From an optimization exercise on the open Yosys and OpenROAD flow, aimed at small area, a short achievable clock period and few clock cycles; shortcuts taken in it are not production practice. Function was checked by simulation only, so behaviour that the tests miss may differ from the original. Power is estimated from default activity; no workload was simulated.

===== constraint.sdc =====
create_clock -name core_clock -period 11.0 [get_ports {clk}]
set_input_delay 2.2000 -clock core_clock [delete_from_list [all_inputs] [get_ports {clk}]]
set_output_delay 2.2000 -clock core_clock [all_outputs]
set_load 0.01 [all_outputs]

===== design.v =====
module ctrl(
    input [6:0] Op,   
    input [6:0] Funct7,   
    input [2:0] Funct3,     
    output RegWrite,  
    output MemWrite,  
    output	[5:0]EXTOp,     
    output [4:0] ALUOp,     
    output ALUSrc,   
    output [2:0]DMType,  
    output [1:0]WDSel    
); 
wire rtype= ~Op[6]&Op[5]&Op[4]&~Op[3]&~Op[2]&Op[1]&Op[0];  
wire i_add=rtype&~Funct7[6]&~Funct7[5]&~Funct7[4]&~Funct7[3]&~Funct7[2]&~Funct7[1]&~Funct7[0]&~Funct3[2]&~Funct3[1]&~Funct3[0];  
wire i_sub=rtype&~Funct7[6]&Funct7[5]&~Funct7[4]&~Funct7[3]&~Funct7[2]&~Funct7[1]&~Funct7[0]&~Funct3[2]&~Funct3[1]&~Funct3[0];  
wire itype_l  = ~Op[6]&~Op[5]&~Op[4]&~Op[3]&~Op[2]&Op[1]&Op[0];  
wire i_lb=itype_l&~Funct3[2]& ~Funct3[1]& ~Funct3[0];  
wire i_lh=itype_l&~Funct3[2]& ~Funct3[1]& Funct3[0];   
wire i_lw=itype_l&~Funct3[2]& Funct3[1]& ~Funct3[0];   
wire i_lbu=itype_l&Funct3[2]& ~Funct3[1]& ~Funct3[0];  
wire i_lhu=itype_l&Funct3[2]& ~Funct3[1]& Funct3[0];   
wire itype_r  = ~Op[6]&~Op[5]&Op[4]&~Op[3]&~Op[2]&Op[1]&Op[0];  
wire i_addi  =  itype_r& ~Funct3[2]& ~Funct3[1]& ~Funct3[0];  
wire stype = ~Op[6]&Op[5]&~Op[4]&~Op[3]&~Op[2]&Op[1]&Op[0]   ; 
wire i_sw  = stype& ~Funct3[2]& Funct3[1]&~Funct3[0];  
wire i_sb=stype& ~Funct3[2]& ~Funct3[1]&~Funct3[0];
wire i_sh=stype& ~Funct3[2]&~Funct3[1]&Funct3[0];
assign RegWrite = rtype |itype_r|itype_l;  
assign MemWrite = stype;               
assign ALUSrc = itype_r | stype | itype_l;  
assign WDSel[0] = itype_l;   
assign WDSel[1] = 1'b0;   
assign ALUOp[0]= i_add|i_addi|stype|itype_l ;
assign ALUOp[1]= i_add|i_addi|stype|itype_l ;
assign ALUOp[2] = i_sub;  
assign ALUOp[3] = 1'b0;  
assign ALUOp[4] = 1'b0;  
assign EXTOp[5] = 1'b0; 
assign EXTOp[3] =  stype;
assign EXTOp[4] =  itype_l | itype_r ; 
assign EXTOp[2:0] = 3'b000;
assign DMType[2]=i_lbu;
assign DMType[1]=i_lb | i_sb | i_lhu;
assign DMType[0]=i_lh | i_sh | i_lb | i_sb;
endmodule
`timescale 1ns / 1ps
module EXT(
    input [4:0]iimm_shamt, 
    input [11:0]iimm,   
    input [11:0]simm,  
    input [11:0]bimm, 
    input [19:0]uimm,
    input [19:0]jimm,
    input [5:0]EXTOp,
    output reg [31:0] immout
);
always@(*)begin
    case (EXTOp)
        6'b100000:immout={27'b0,iimm_shamt[4:0]};
        6'b010000:if (iimm[11]>0) immout={20'b11111111111111111111,iimm[11:0]};
                        else immout={20'b0,iimm[11:0]};
        6'b001000:if (simm[11]>0) immout={20'b11111111111111111111,simm[11:0]};
                        else immout={20'b0,simm[11:0]};
        6'b000100:if (bimm[11]>0) immout={19'b1111111111111111111,bimm[11:0],1'b0};
                        else immout={19'b0,bimm[11:0],1'b0};
        6'b000010:immout = {uimm[19:0], 12'b0}; 
        6'b000001:if (jimm[19]>0) immout={11'b11111111111,jimm[19:0],1'b0};
                        else immout={11'b0,jimm[19:0],1'b0};
        default:immout = 32'b0;
    endcase
end
endmodule
`timescale 1ns / 1ps
module RF(
    input clk,
    input rst,
    input RFWr,
    input [4:0]A1,A2,A3,
    input [31:0]WD,
    input [4:0]DA,
    output reg[31:0]RD1,RD2,
    output [31:0]DD
    );
reg [31:0] rf[31:0];
integer i;
parameter num_max = 32;
always @(posedge clk or negedge rst) begin
    if (!rst) begin
        for(i = 0; i < num_max; i = i + 1) begin
            rf[i] <= i;  
        end
    end
    else if (RFWr && (A3 != 0)) begin  
        rf[A3] <= WD; 
    end
end
always @(*) begin
    RD1 = (A1 != 0) ? rf[A1] : 0;
    RD2 = (A2 != 0) ? rf[A2] : 0;
end
assign DD = rf[DA];
endmodule
`timescale 1ns / 1ps
module alu(
    input [31:0]A,B,
    input [4:0] ALUOp,
    output [31:0]C,
    output reg[7:0] Zero
 );
reg [31:0]result;
always@(*) begin
    case(ALUOp)
        5'b00011: result=A+B;
        5'b00100: result=A-B;
        5'b00001: result = B;
        5'b00010: result = A+B;
        default: result = 32'b0;
    endcase
end
assign C=result;        
always@(*) begin
    Zero=C==0?8'b1:0;
end
endmodule
`timescale 1ns / 1ps
module dm(
    input clk,
    input rstn,
    input DMWr,
    input[5:0] addr,
    input[31:0] din,
    input[2:0] DMType,
    output reg[31:0] dout,
    input[4:0] daddr,
    output[7:0] ddout
    );
reg[7:0] dmem[31:0];
wire [6:0] a0 = {1'b0, addr};
wire [6:0] a1 = a0 + 7'd1;
wire [6:0] a2 = a0 + 7'd2;
wire [6:0] a3 = a0 + 7'd3;
wire [7:0] b0 = (a0 < 7'd32) ? dmem[a0[4:0]] : 8'd0;
wire [7:0] b1 = (a1 < 7'd32) ? dmem[a1[4:0]] : 8'd0;
wire [7:0] b2 = (a2 < 7'd32) ? dmem[a2[4:0]] : 8'd0;
wire [7:0] b3 = (a3 < 7'd32) ? dmem[a3[4:0]] : 8'd0;
integer i;
always @(posedge clk or negedge rstn) begin
     if (!rstn) begin
        for (i = 0; i < 32; i = i + 1) begin
            dmem[i] <= 8'b0;
        end
    end
    else if (DMWr) begin
        case(DMType)
            3'b011, 3'b100: begin
                if (a0 < 7'd32) dmem[a0[4:0]] <= din[7:0];
            end
            3'b001, 3'b010: begin
                if (a0 < 7'd32) dmem[a0[4:0]] <= din[7:0];
                if (a1 < 7'd32) dmem[a1[4:0]] <= din[15:8];
            end
            default: begin
                if (a0 < 7'd32) dmem[a0[4:0]] <= din[7:0];
                if (a1 < 7'd32) dmem[a1[4:0]] <= din[15:8];
                if (a2 < 7'd32) dmem[a2[4:0]] <= din[23:16];
                if (a3 < 7'd32) dmem[a3[4:0]] <= din[31:24];
            end
        endcase
    end
end
always@(*)begin
    case(DMType)
        3'b011:dout={{24{b0[7]}},b0};
        3'b100:dout={24'b0,b0};
        3'b001:dout={{16{b1[7]}}, b1, b0};
        3'b010:dout={16'b0, b1, b0};
        default:dout = {b3, b2, b1, b0};
    endcase
end   
assign ddout = dmem[daddr];
endmodule
`timescale 1ns / 1ps
module SCPU_TOP(
    input clk,
    input rstn,
    input instr_valid,
    input [31:0] instr,
    output instr_ready,
    output busy,
    input [4:0] dbg_rf_addr,
    output [31:0] dbg_rf_data,
    input [4:0] dbg_dm_addr,
    output [7:0] dbg_dm_data
);
wire RegWrite;
wire [31:0]WD;
wire [31:0]immout;
wire ALUSrc;
wire [1:0]WDSel;
wire [4:0]rs1,rs2,rd;
wire [31:0]RD1;
wire [31:0]RD2;
wire [31:0]A,B;
wire [4:0]ALUOp;
wire [31:0]aluout;
wire [7:0]Zero;
wire MemWrite;
wire [31:0]dm_addr;
wire [31:0]dm_din;
wire [2:0]DMType;
wire [31:0]dm_out;
wire [5:0]EXTOp;
assign instr_ready = 1'b1;
assign busy = 1'b0;
ctrl ctrl_c(
    .Op(instr[6:0]),       
    .Funct7(instr[31:25]),  
    .Funct3(instr[14:12]),  
    .RegWrite(RegWrite),   
    .MemWrite(MemWrite),    
    .EXTOp(EXTOp),         
    .ALUOp(ALUOp),          
    .ALUSrc(ALUSrc),        
    .DMType(DMType),        
    .WDSel(WDSel)           
);
EXT ext_c(
    .iimm_shamt(instr[24:20]),                     
    .iimm(instr[31:20]),                          
    .simm({instr[31:25], instr[11:7]}),           
    .bimm({instr[31], instr[7], instr[30:25], instr[11:8]}),  
    .uimm(instr[31:12]),                          
    .jimm({instr[31], instr[19:12], instr[20], instr[30:21]}),  
    .EXTOp(EXTOp),                              
    .immout(immout)                              
);
reg [31:0]WD_tmp;
always@(*) begin
    case(WDSel)
        2'b01: WD_tmp=dm_out;
        default: WD_tmp=aluout;
    endcase
end
assign WD = WD_tmp;
assign rs1 = instr[19:15];    
assign rs2 = instr[24:20];  
assign rd = instr[11:7]; 
RF U_RF(
    .clk(clk), 
    .rst(rstn),
    .RFWr(RegWrite & instr_valid),
    .A1(rs1),
    .A2(rs2),
    .A3(rd),
    .WD(WD),
    .DA(dbg_rf_addr),
    .RD1(RD1),
    .RD2(RD2),
    .DD(dbg_rf_data)
 );
assign A = RD1;
assign B = (ALUSrc) ? immout : RD2;
alu U_alu(
    .A(A),
    .B(B),
    .ALUOp(ALUOp),
    .C(aluout),
    .Zero(Zero)
);
assign dm_addr = aluout;
assign dm_din = RD2;
dm U_DM(
    .clk(clk),
    .rstn(rstn),
    .DMWr(MemWrite & instr_valid),
    .addr(dm_addr[5:0]),
    .din(dm_din),
    .DMType(DMType),
    .dout(dm_out),
    .daddr(dbg_dm_addr),
    .ddout(dbg_dm_data)
);
endmodule

===== run.sh =====
#!/bin/bash
# synth_recipe.tcl (not shown) runs the flow's synth.tcl, then flattens the netlist and writes it again
# the make line also repeats each setting of config.mk as NAME=value (left out here)
make -C /OpenROAD-flow-scripts/flow DESIGN_CONFIG=/design/flow/config.mk WORK_HOME=/design/flow/orfs CLKGATE_MAP_FILE= SYNTH_SCRIPT=/design/flow/synth_recipe.tcl finish

===== config.mk =====
export PLATFORM = sky130hd
export DESIGN_NAME = SCPU_TOP
export DESIGN_NICKNAME = SCPU_TOP
export VERILOG_FILES = /design/flow/design.v
export SDC_FILE = /design/flow/constraint.sdc
export NUM_CORES = 4
export LEC_CHECK = 0
export CAP_MARGIN = 20
export CORE_MARGIN = 2
export CORE_UTILIZATION = 18
export PLACE_DENSITY = 0.35
export SLEW_MARGIN = 20

==> flow_summary.yaml <==
layout:
  syn_to_final_growth_pct: 23.52
  nNetsFinal: 11620
  final_layout_size_suffix_gt1_share_pct: 17.44
floorplan:
  start_util_pct: 18.05
  io_pins: 87
  fp-row-count: 263
  dieArea_sq_um: 519500
  die_width_um: 720.8
  core_sq_um: 512400
  die_y_um: 720.8
placement:
  place_hpwl_um: 598700
  gp_congestion: 1.117
  port_buffers: 84
  post-place-ws_ns: 0.1440
clock_tree:
  postCtsSetupBuffers: 0
  clk_pin_slew_ns: 0.06
  clock-sinks: 1280
  cts_buffers: 168
  cts-resized-gates: 0
  clock_path_buffers: 4
  clk_latency_ns: 0.98
  cts_tree: "done"
  cts_max_level: 4
  cts_root_buffer: "clkbuf_16"
  cts_hold_buffers: 0
global_routing:
  grt_max_degree: 158
  antenna_found_initial: 157
  track_usage_pct: 32.66
  overflow: 0
  first_global_vias: 105500
  grt_pass1_wl_um: 1138000
yosys:
  yosysSeqAreaShare_pct: 34.75
  ys.flop_type: "dfrtp_1"
  syn_inst: 11390
  ys_async_sr_fraction_pct: 100.0
  syn_nets: 11480
  synth_area_sq_um: 92470
  yosys_warnings: 7
  synth_cell_types: 99
  synth_edf_count: 0
  syn_avg_cell_area_sq_um: 8.118
  ys_seq_elements: 1280
timing:
  min_period_ns: 10.34
  finalHoldViolCount: 0
  maxSlewViolCount: 0
  fin_skew_ns: 0.1170
  setup_violations: 0
  whs_ns: 0.3774
  finalWorstSetupSlack_ns: 0.6644
  fin_crit_sh_pct: 93.96
  rsz0062_at_grt: "no"
  tightestPinTransition_ns: 1.358
  final.setup.tns_ns: 0
  slew-limit-headroom_pct: 9.267
  fmax_mhz: 96.75
min_path:
  hp-class: "reg -> reg"
  min-delay-start: "U_RF.rf[0][1]"
  holdPathStages: 0
detailed_routing:
  post_drt_via_cell_ratio: 6.278
  vias: 116400
  final_antenna_net_count: 0
  first_pass_iters: 13
  drtIter0Drc: 19690
  routed_wl_um: 885400
  wl_per_cell_um: 47.75
  drc: 0
power_and_ir_drop:
  power_density_nw_per_um2: 110.7
  ir_drop_mv: 0.1086
  leakage_uw: 0.04580
critical_path:
  cpMostUsedCell: "buf_4"
  crit_path_top_delay_cell: "a2111oi_2"
  r2r-start: "U_RF.rf[19][2]"
  path_buf_inv: 15
  crit_fanout: 31
  crit_path_max_incr_delay_ns: 0.88
  worst_ep_arrival_time_ns: 11.12
  worstPathRequired_ns: 11.79
  critical_path_class: "in -> reg"
  critPathLaunchType: "input pin"
  r2r_cells: 29
  cp-end-kind: "flip-flop"
  critPathTopFamily: "compound AO/OA/AOI/OAI gates"
  critPathLaunch: "instr[20]"
  cp_num_cells: 35
run:
  max-cap-violations: 0
run_status:
  status: "complete, no violations"
==> layout make-up <==
type,instances,area [sq um]
repair buffers,1174,10000
fillers,56400,398100
clock inverters,60,818.3
well taps,6757,8454
clock buffers,237,4885
flip-flops and latches,1280,32130
multi-input cells,8859,57430
diodes,126,315.3
inverters,50,187.7
==> power by group <==
group          leakage [uW]  switching, uW  internal [uW]  total (uW)
logic                0.0256           1300            393        1690
clock network       0.00280           2610           3450        6060
registers            0.0174            121           4780        4900
total                0.0458           4020           8630       12600
==> cells by family after synthesis <==
family,Yosys count,synth area share (%)
adders and majority gates,40,0.5493
other,2,0.008121
buffers and inverters,1252,5.335
AOI/OAI and AO/OA,4489,33.24
and+or+nand+nor,3584,17.69
muxes,683,7.834
xor gates and xnor gates,61,0.5926
DFF,1280,34.75
==> worst paths after layout <==
path	to	slack, ns
max in group asynchronous	U_RF.rf[18][30]	7.36
min reg2reg	U_RF.rf[0][1]	0.38
max reg2reg	U_RF.rf[1][2]	2.22
min in group asynchronous	U_DM.dmem[8][7]	1.21
max	U_RF.rf[1][2]	0.66
min	U_RF.rf[0][1]	0.38
==> worst reg2reg max path, delay by kind of cell (launching register included) <==
kind / cells / cell delay (ns)
compound gates: 11 / 4.11
fa+ha+maj: 1 / 0.32
xor+xnor: 1 / 0.15
flops: 1 / 0.47
simple gates: 7 / 1.69
buf+inv: 9 / 1.87
==> sequential cells by signal, indices dropped and copies added (netlist names) <==
register and cells:
U_DM.dmem 256, U_RF.rf 1024
==> Yosys cell counts (all sizes together) (55+ instances only) <==
cell,count,share of area [%]
buf,140,0.82
a222oi,89,0.96
nand4,247,1.7
nand3,452,2.5
a211oi,186,1.5
mux2i,441,4.8
a22oi,874,7.1
mux2,238,3.0
a22o,348,3.3
clkbuf,1062,4.3
nor4,57,0.44
nor2,1076,4.4
a32oi,55,0.52
nor3,130,0.73
a21oi,953,5.2
dfstp,80,2.3
nand2,1196,4.9
o21ai,887,4.8
o211ai,216,1.8
a31oi,68,0.46
dfrtp,1200,32
a221oi,395,3.7
and3,148,1.0
==> cells in the final DEF, fill, tap and decap left out, drive strengths merged, types with 26 or more instances in the layout <==
cell / instances
a2111oi: 47
a211oi: 186
a21o: 33
a21oi: 953
a221o: 44
a221oi: 395
a222oi: 89
a22o: 348
a22oi: 874
a31oi: 68
a32oi: 55
and2: 45
and3: 148
buf: 1096
clkbuf: 238
clkdlybuf4s50: 77
clkinv: 35
dfrtp: 1200
dfstp: 80
diode: 126
ha: 39
inv: 53
mux2: 238
mux2i: 441
nand2: 1196
nand2b: 31
nand3: 452
nand3b: 29
nand4: 247
nor2: 1076
nor2b: 30
nor3: 130
nor4: 57
o211ai: 216
o21ai: 887
o22ai: 31
o31ai: 26
o32a: 36
or4: 42
xnor2: 37
==> routing by layer <==
layer	wire length, um	vias up	global-route usage, %	share of wire [%]
met4	79020	78	24.60	8.9
li1	-	44100	-	-
met3	100200	3309	11.70	11
met1	342200	58740	39.82	39
met5	546	-	0	0.062
met2	363500	10180	46.85	41
==> through the flow <==
stage / cells / power (uW) / area, sq um / util, %
after floorplan: 11390 / 5521 / 92470 / -
after detailed placement: 18120 / 6561 / 108200 / 21.11
after global routing: 18430 / 12850 / 113900 / 22.24
after global placement: 18110 / 6580 / 108100 / 21.10
after CTS: 18410 / 12590 / 113900 / 22.22
final: 18540 / 12650 / 114200 / 22.29
Testbench counts, summed over its fixed seeds: cycles 16,000.

-- separate check: timing with driven ports --
Ports are ideal in the flow. The routed layout listed here was re-timed in OpenROAD.
Step 1 (the two cells are an assumption about what drives the block):
set clk [get_ports {clk}]
set_driving_cell -lib_cell sky130_fd_sc_hd__clkbuf_16 $clk
set_driving_cell -lib_cell sky130_fd_sc_hd__buf_2 [delete_from_list [all_inputs] $clk]
Step 2 times the ports against the registers' clock, not the clock port: input delays grow and output delays shrink by t, the midpoint of the rising clock arrivals with the driver on.
Slacks: ideal / step 1 / step 2; pairs: ideal / step 1.
t (ns): 1.048
setup WS [ns]: 0.664 / 0.766 / -0.283
latest minus earliest clock arrival (ns): 0.117 / 0.117
Met with ideal ports but missed after step 2: setup timing in this run. For this run, drivers alone change the setup slack by +0.102 ns; drivers and shift together by -0.947 ns.
